Source: an optimization exercise on an open RTL-to-GDS flow (aim: small area and a short achievable clock period). Production flows keep margins and buffers that such runs may drop.
The RTL was checked by simulation tests, not by an equivalence proof against the original design.
Power is estimated from default activity; no workload was simulated.

==> module System_Top, before the edit <==
module System_Top #(parameter WIDTH = 8, ADDR = 4 , ALU_FUN_WD = 4) (
input    wire                CONTROL_EN,
input    wire                CLKDIV_EN,
input    wire                CLK,
input    wire                RST,
input    wire                WrEn,
input    wire                RdEn,
input    wire   [ADDR-1:0]   Address,
input    wire   [WIDTH-1:0]  WrData,
output   reg    [WIDTH-1:0]  RdData,
output   reg                 SYS_OUT,
output   reg                 SYS_VLD
);
reg [7:0] regArr [0:15];
integer I;
always @(posedge CLK or negedge RST)
 begin
  if (!RST)
   begin
    for (I = 0; I < 16; I = I + 1)
      regArr[I] <= 8'd0;
   end
  else if (WrEn && !RdEn)
    regArr[Address] <= WrData;
 end
always @(posedge CLK)
 begin
  if (RST && RdEn && !WrEn)
    RdData <= regArr[Address];
 end
wire [7:0] A     = regArr[0];
wire [7:0] B     = regArr[1];
wire [15:0] CFG  = {regArr[3], regArr[2]};
wire       PAR_EN  = regArr[4][0];
wire       PAR_TYP = regArr[4][1];
wire [7:0] RATIO = regArr[5];
reg  [6:0] dv_count;
reg        div_clk;
reg        odd_tog;
wire       is_odd   = RATIO[0];
wire [6:0] half     = RATIO[7:1];
wire [6:0] half_m1  = half - 7'd1;
wire       ratio_ok = |RATIO[7:1];
wire       dv_en    = CLKDIV_EN & ratio_ok;
wire       flip     = is_odd ? (odd_tog ? (dv_count == half_m1) : (dv_count == half))
                             : (dv_count == half_m1);
always @(posedge CLK or negedge RST)
 begin
  if (!RST)
   begin
    dv_count <= 7'd0;
    div_clk  <= 1'b0;
    odd_tog  <= 1'b1;
   end
  else if (dv_en)
   begin
    if (flip)
     begin
      dv_count <= 7'd0;
      div_clk  <= ~div_clk;
      if (is_odd)
        odd_tog <= ~odd_tog;
     end
    else
      dv_count <= dv_count + 7'd1;
   end
 end
wire tick = ~dv_en | (flip & ~div_clk);
localparam [1:0] C_IDLE = 2'd0, C_CHK = 2'd1, C_WH = 2'd3, C_WL = 2'd2;
reg  [1:0] cphase;
reg  [3:0] op;
wire       alu_en = (cphase == C_CHK) & CFG[op];
reg  [1:0] cphase_nx;
reg        op_inc;
always @(*)
 begin
  cphase_nx = cphase;
  op_inc    = 1'b0;
  case (cphase)
   C_IDLE: if (CONTROL_EN) cphase_nx = C_CHK;
   C_CHK:  if (CFG[op]) cphase_nx = C_WH;
           else begin
             op_inc = 1'b1;
             if (op == 4'd15) cphase_nx = C_IDLE;
           end
   C_WH:   if (SYS_VLD) cphase_nx = C_WL;
   C_WL:   if (!SYS_VLD) begin
             op_inc = 1'b1;
             cphase_nx = (op == 4'd15) ? C_IDLE : C_CHK;
           end
  endcase
 end
always @(posedge CLK or negedge RST)
 begin
  if (!RST)
   begin
    cphase <= C_IDLE;
    op     <= 4'd0;
   end
  else
   begin
    cphase[0] <= cphase_nx[0];
    cphase[1] <= cphase_nx[1];
    if (op_inc)
      op <= op + 4'd1;
   end
 end
reg  [7:0] res;
wire       is_mul = (op == 4'd2);
wire       is_div = (op == 4'd3);
wire       is_sub = ~is_mul & (op != 4'd0);
wire [7:0] add_x  = is_mul ? ({B[6:0], 1'b0} & {8{A[7]}}) : A;
wire [7:0] add_y  = is_mul ? (B & {8{A[6]}}) : (B ^ {8{is_sub}});
wire [8:0] sum    = {1'b0, add_x} + {1'b0, add_y} + {8'd0, is_sub};
wire       a_lt   = ~sum[8];
wire       a_eq   = (A == B);
wire       q7 = ({7'd0, A[7]} >= B);
wire [0:0] r7 = q7 ? (A[7] - B[0]) : A[7];
wire [1:0] t6 = {r7, A[6]};
wire       q6 = ({6'd0, t6} >= B);
wire [1:0] r6 = q6 ? (t6 - B[1:0]) : t6;
always @(*)
 begin
  case (op)
   4'd0:  res = sum[7:0];
   4'd1:  res = sum[7:0];
   4'd2:  res = {A[5:0], 2'b00};
   4'd3:  res = {A[5:0], q7, q6};
   4'd4:  res = A & B;
   4'd5:  res = A | B;
   4'd6:  res = ~(A & B);
   4'd7:  res = ~(A | B);
   4'd8:  res = A ^ B;
   4'd9:  res = ~(A ^ B);
   4'd10: res = {7'd0, a_eq};
   4'd11: res = {7'd0, ~a_lt & ~a_eq};
   4'd12: res = {6'd0, a_lt, a_lt};
   4'd13: res = {1'b0, A[7:1]};
   4'd14: res = {A[6:0], 1'b0};
   default: res = 8'd0;
  endcase
 end
reg  [2:0] useq;
reg  [7:0] Q;       
reg  [7:0] R;       
reg  [7:0] Bc;      
wire       u_div  = useq[2];
wire       u_run  = (useq[1:0] != 2'd0);
wire       u_last = (useq[1:0] == 2'd1);
wire [7:0] ta  = {R[6:0], u_div & Q[7]};
wire [8:0] sa  = {1'b0, ta} + {1'b0, Bc} + {8'd0, u_div};
wire       qa  = u_div ? sa[8] : Q[7];
wire [7:0] ra  = qa ? sa[7:0] : ta;
wire [7:0] tb  = {ra[6:0], u_div & Q[6]};
wire [8:0] sb  = {1'b0, tb} + {1'b0, Bc} + {8'd0, u_div};
wire       qb  = u_div ? sb[8] : Q[6];
wire [7:0] rb  = qb ? sb[7:0] : tb;
wire [7:0] fin = u_div ? {Q[5:0], qa, qb} : rb;    
reg  [3:0] ust;
wire       in_data = ust[3];
always @(posedge CLK or negedge RST)
 begin
  if (!RST)
   begin
    useq    <= 3'd0;
    ust     <= 4'd0;
    SYS_VLD <= 1'b0;
    SYS_OUT <= 1'b0;
   end
  else
   begin
    if (alu_en)
      useq <= {is_div, (is_mul | is_div) ? 2'd3 : 2'd0};
    else if (u_run)
      useq <= {u_div, useq[1:0] - 2'd1};
    if (tick)
     begin
      SYS_VLD <= (ust != 4'd0) && (ust != 4'd4);
      case (ust)
       4'd0:    SYS_OUT <= 1'b1;
       4'd4:    SYS_OUT <= 1'b1;
       4'd1:    SYS_OUT <= 1'b0;
       4'd3:    SYS_OUT <= 1'b1;
       default: SYS_OUT <= (u_run & u_last) ? fin[0] : Q[0];
      endcase
     end
    if (alu_en)
      ust <= 4'd4;
    else if (tick)
     begin
      case (ust)
       4'd0:    ust <= 4'd0;
       4'd4:    ust <= 4'd1;
       4'd1:    ust <= 4'd8;
       4'd2:    ust <= 4'd3;
       4'd3:    ust <= 4'd0;
       4'd15:   ust <= PAR_EN ? 4'd2 : 4'd3;
       default: ust <= ust + 4'd1;
      endcase
     end
   end
 end
always @(posedge CLK)
 begin
  if (alu_en)
   begin
    Q  <= res;
    Bc <= B ^ {8{is_div}};
   end
  else if (u_run && !u_last)
    Q <= {Q[5:0], qa, qb};
  else if (u_run)              
    Q <= (tick && in_data) ? {fin[7] ^ fin[0], fin[7:1]} : fin;
  else if (tick && in_data)
   begin
    if (ust == 4'd15)
      Q[0] <= Q[7] ^ PAR_TYP;
    else
      Q <= {Q[7] ^ Q[0], Q[7:1]};
   end
 end
always @(posedge CLK)
  R <= alu_en ? (is_mul ? sum[7:0] : {6'd0, r6}) : rb;
endmodule
clock: 11.0 ns
lec_check: 0
abc_area: 1
cap_margin: 20
core_margin: 2
core_utilization: 60
slew_margin: 20
standard.sh (not shown) runs the stock make flow with config.mk's settings and CLKGATE_MAP_FILE= SYNTH_SCRIPT=/design/flow/synth_recipe.tcl, a recipe that flattens the netlist after the stock synthesis.
==> flow/flow/run.sh <==
#!/bin/bash
# The standard ORFS layout (standard.sh), run with these make settings on top of
# config.mk: ADDER_MAP_FILE= SETUP_SLACK_MARGIN=7.6
# ADDER_MAP_FILE empty skips synthesis's adder-extraction step, so abc maps the arithmetic;
# SETUP_SLACK_MARGIN makes timing repair aim for extra setup slack. Each make run logs to its
# own file here; ORFS keeps every tool's log under orfs/logs.
set -euo pipefail
KNOBS="ADDER_MAP_FILE= SETUP_SLACK_MARGIN=7.6"
bash standard.sh $KNOBS synth > make_synth.log 2>&1
bash standard.sh $KNOBS finish > make_finish.log 2>&1
Change:
--- a/flow/design.v
+++ b/flow/design.v
@@ -204,12 +204,16 @@
  begin
   if (alu_en)
    begin
     Q  <= res;
+    R  <= is_mul ? sum[7:0] : {6'd0, r6};
     Bc <= B ^ {8{is_div}};
    end
   else if (u_run && !u_last)
+   begin
     Q <= {Q[5:0], qa, qb};
+    R <= rb;
+   end
   else if (u_run)              
     Q <= (tick && in_data) ? {fin[7] ^ fin[0], fin[7:1]} : fin;
   else if (tick && in_data)
    begin
@@ -218,7 +222,5 @@
     else
       Q <= {Q[7] ^ Q[0], Q[7:1]};
    end
  end
-always @(posedge CLK)
-  R <= alu_en ? (is_mul ? sum[7:0] : {6'd0, r6}) : rb;
 endmodule
Outcome:
- The changed run completed without violations
- combinational power came out lower by about 3%
- hold slack is worse by 0.017 ns
- critical path depth does not change
- routed wire length came out lower by 3.5%
- maximum frequency hardly moves
- area after synthesis came out higher by 0.84%
- clock power came out lower by about 1%
- clock skew stays flat
- worst setup slack is worse by 0.0094 ns
- global-route usage came out lower by 1.0 points
- clock-buffer cell count stays the same
- final cell count came out lower by 1.3%
- register-to-register slack barely changes

Starting RTL as in the previous note.
==> flow/config.mk <==
export PLATFORM = sky130hd
export DESIGN_NAME = System_Top
export DESIGN_NICKNAME = System_Top
export VERILOG_FILES = /design/flow/design.v
export SDC_FILE = /design/flow/constraint.sdc
export NUM_CORES = 4
export LEC_CHECK = 0
export ABC_AREA = 1
export CAP_MARGIN = 20
export CORE_MARGIN = 2
export CORE_UTILIZATION = 60
export CTS_BUF_LIST = sky130_fd_sc_hd__clkbuf_8
export CTS_CLUSTER_DIAMETER = 100
export CTS_CLUSTER_SIZE = 25
export SLEW_MARGIN = 20
==> flow/constraint.sdc <==
create_clock -name core_clock -period 11.0 [get_ports {CLK}]
set_input_delay 2.2000 -clock core_clock [delete_from_list [all_inputs] [get_ports {CLK}]]
set_output_delay 2.2000 -clock core_clock [all_outputs]
set_load 0.01 [all_outputs]
Scripts as last shown in full above: flow/flow/run.sh
Next try:
--- a/flow/design.v
+++ b/flow/design.v
@@ -114,6 +114,24 @@
 wire [8:0] sum    = {1'b0, add_x} + {1'b0, add_y} + {8'd0, is_sub};
 wire       a_lt   = ~sum[8];
 wire       a_eq   = (A == B);
+reg  [3:0] ltab;
+always @(*)
+ begin
+  case (op)
+   4'd4:    ltab = 4'b1000;    
+   4'd5:    ltab = 4'b1110;    
+   4'd6:    ltab = 4'b0111;    
+   4'd7:    ltab = 4'b0001;    
+   4'd8:    ltab = 4'b0110;    
+   4'd9:    ltab = 4'b1001;    
+   default: ltab = 4'b0000;
+  endcase
+ end
+wire [7:0] lres;
+genvar gi;
+generate for (gi = 0; gi < 8; gi = gi + 1) begin : g_lut
+  assign lres[gi] = ltab[{A[gi], B[gi]}];
+end endgenerate
 wire       q7 = ({7'd0, A[7]} >= B);
 wire [0:0] r7 = q7 ? (A[7] - B[0]) : A[7];
 wire [1:0] t6 = {r7, A[6]};
@@ -126,12 +144,12 @@
    4'd1:  res = sum[7:0];
    4'd2:  res = {A[5:0], 2'b00};
    4'd3:  res = {A[5:0], q7, q6};
-   4'd4:  res = A & B;
-   4'd5:  res = A | B;
-   4'd6:  res = ~(A & B);
-   4'd7:  res = ~(A | B);
-   4'd8:  res = A ^ B;
-   4'd9:  res = ~(A ^ B);
+   4'd4:  res = lres;
+   4'd5:  res = lres;
+   4'd6:  res = lres;
+   4'd7:  res = lres;
+   4'd8:  res = lres;
+   4'd9:  res = lres;
    4'd10: res = {7'd0, a_eq};
    4'd11: res = {7'd0, ~a_lt & ~a_eq};
    4'd12: res = {6'd0, a_lt, a_lt};
Effect: Global-route usage decreases by 1.3 points; sequential share of layout area increases by 0.59 points; final cell count decreases by about 3.2%; via count decreases by about 3%; die area decreases by 0.58%; total power increases by 0.85%; design area decreases by 1.5%; setup slack degrades by 0.071 ns; wire length decreases by 3.2%.

RTL: one of the versions met above, not the one the previous note started from.
Size: about 1500 cells after synthesis, about 180 flip-flops, about 28 I/O pins, ~0.011 mm^2 of cells after synthesis.
// System_Top
module System_Top #(parameter WIDTH = 8, ADDR = 4 , ALU_FUN_WD = 4) (
input    wire                CONTROL_EN,
input    wire                CLKDIV_EN,
input    wire                CLK,
input    wire                RST,
input    wire                WrEn,
input    wire                RdEn,
input    wire   [ADDR-1:0]   Address,
input    wire   [WIDTH-1:0]  WrData,
output   reg    [WIDTH-1:0]  RdData,
output   reg                 SYS_OUT,
output   reg                 SYS_VLD
);
==> flow/config.mk <==
export PLATFORM = sky130hd
export DESIGN_NAME = System_Top
export DESIGN_NICKNAME = System_Top
export VERILOG_FILES = /design/flow/design.v
export SDC_FILE = /design/flow/constraint.sdc
export NUM_CORES = 4
export LEC_CHECK = 0
export ABC_AREA = 1
export CAP_MARGIN = 20
export CORE_MARGIN = 2
export CORE_UTILIZATION = 60
export CTS_BUF_LIST = sky130_fd_sc_hd__clkbuf_8
export CTS_CLUSTER_DIAMETER = 100
export CTS_CLUSTER_SIZE = 25
export SLEW_MARGIN = 20
==> flow/constraint.sdc <==
create_clock -name core_clock -period 11.0 [get_ports {CLK}]
set_input_delay 2.2000 -clock core_clock [delete_from_list [all_inputs] [get_ports {CLK}]]
set_output_delay 2.2000 -clock core_clock [all_outputs]
set_load 0.01 [all_outputs]
==> flow/flow/run.sh <==
#!/bin/bash
# The standard ORFS layout (standard.sh), run with these make settings on top of
# config.mk: ADDER_MAP_FILE= SETUP_SLACK_MARGIN=7.67
# ADDER_MAP_FILE empty skips synthesis's adder-extraction step, so abc maps the arithmetic;
# SETUP_SLACK_MARGIN makes timing repair aim for extra setup slack. Each make run logs to its
# own file here; ORFS keeps every tool's log under orfs/logs.
set -euo pipefail
KNOBS="ADDER_MAP_FILE= SETUP_SLACK_MARGIN=7.67"
bash standard.sh $KNOBS synth > make_synth.log 2>&1
bash standard.sh $KNOBS finish > make_finish.log 2>&1
Edit:
--- a/flow/design.v
+++ b/flow/design.v
@@ -111,48 +111,30 @@
 wire       is_sub = ~is_mul & (op != 4'd0);
 wire [7:0] add_x  = is_mul ? ({B[6:0], 1'b0} & {8{A[7]}}) : A;
 wire [7:0] add_y  = is_mul ? (B & {8{A[6]}}) : (B ^ {8{is_sub}});
 wire [8:0] sum    = {1'b0, add_x} + {1'b0, add_y} + {8'd0, is_sub};
 wire       a_lt   = ~sum[8];
 wire       a_eq   = (A == B);
-reg  [3:0] ltab;
-always @(*)
- begin
-  case (op)
-   4'd4:    ltab = 4'b1000;    
-   4'd5:    ltab = 4'b1110;    
-   4'd6:    ltab = 4'b0111;    
-   4'd7:    ltab = 4'b0001;    
-   4'd8:    ltab = 4'b0110;    
-   4'd9:    ltab = 4'b1001;    
-   default: ltab = 4'b0000;
-  endcase
- end
-wire [7:0] lres;
-genvar gi;
-generate for (gi = 0; gi < 8; gi = gi + 1) begin : g_lut
-  assign lres[gi] = ltab[{A[gi], B[gi]}];
-end endgenerate
 wire       q7 = ({7'd0, A[7]} >= B);
 wire [0:0] r7 = q7 ? (A[7] - B[0]) : A[7];
 wire [1:0] t6 = {r7, A[6]};
 wire       q6 = ({6'd0, t6} >= B);
 wire [1:0] r6 = q6 ? (t6 - B[1:0]) : t6;
 always @(*)
  begin
   case (op)
    4'd0:  res = sum[7:0];
    4'd1:  res = sum[7:0];
    4'd2:  res = {A[5:0], 2'b00};
    4'd3:  res = {A[5:0], q7, q6};
-   4'd4:  res = lres;
-   4'd5:  res = lres;
-   4'd6:  res = lres;
-   4'd7:  res = lres;
-   4'd8:  res = lres;
-   4'd9:  res = lres;
+   4'd4:  res = A & B;
+   4'd5:  res = A | B;
+   4'd6:  res = ~(A & B);
+   4'd7:  res = ~(A | B);
+   4'd8:  res = A ^ B;
+   4'd9:  res = ~(A ^ B);
    4'd10: res = {7'd0, a_eq};
    4'd11: res = {7'd0, ~a_lt & ~a_eq};
    4'd12: res = {6'd0, a_lt, a_lt};
    4'd13: res = {1'b0, A[7:1]};
    4'd14: res = {A[6:0], 1'b0};
    default: res = 8'd0;
Result: Sequential power hardly moves. Routed wire length increases by 2.7%. Via count is higher by 2.7%. Final cell count rose by 2.9%. Clock power goes up by 4.4%. Utilization rose by 0.17 points. Combinational power went down by about 6%. Critical path depth is unchanged. First-iteration DRC count drops by 9.7%. Maximum frequency decreases by 0.31%. Die area rose by 0.59%. Synthesized area goes up by 0.60%.

re-timing with driven ports:
Ports are ideal in the flow. The routed layouts listed here were re-timed in OpenROAD. Step 1: set_driving_cell puts a clkbuf_16 on CLK and a buf_2 on each other input, an assumption about the parent block. Step 2 also shifts input and output timing later by t, the mid clock arrival at the registers, as if the neighbouring blocks saw the same clock. Slacks: ideal ports / drivers / drivers and shift; pairs: ideal ports / drivers.
run | t, ns | setup slack, ns | worst setup path after step 2 | slew at the worst register clock pin (ns) | pins driven straight from the clock port
the first run of note 1 | 0.485 | 7.601 / 7.572 / 7.139 | input to register | 0.08 / 0.08 | 1
the second run of note 1 | 0.485 | 7.592 / 7.571 / 7.132 | input to register | 0.08 / 0.08 | 1
the first run of note 2 | 0.519 | 7.648 / 7.607 / 7.155 | input to register | 0.12 / 0.12 | 1
the second run of note 2 | 0.506 | 7.578 / 7.593 / 7.091 | input to register | 0.12 / 0.12 | 1
the first run of note 3 | 0.522 | 7.666 / 7.623 / 7.235 | input to register | 0.11 / 0.11 | 1
the second run of note 3 | 0.530 | 7.656 / 7.611 / 7.166 | input to register | 0.12 / 0.12 | 1
After both steps setup and hold are still met in every run listed. For the first run of note 2, which loses most, drivers alone change the setup slack by -0.041 ns; drivers and shift together by -0.493 ns.
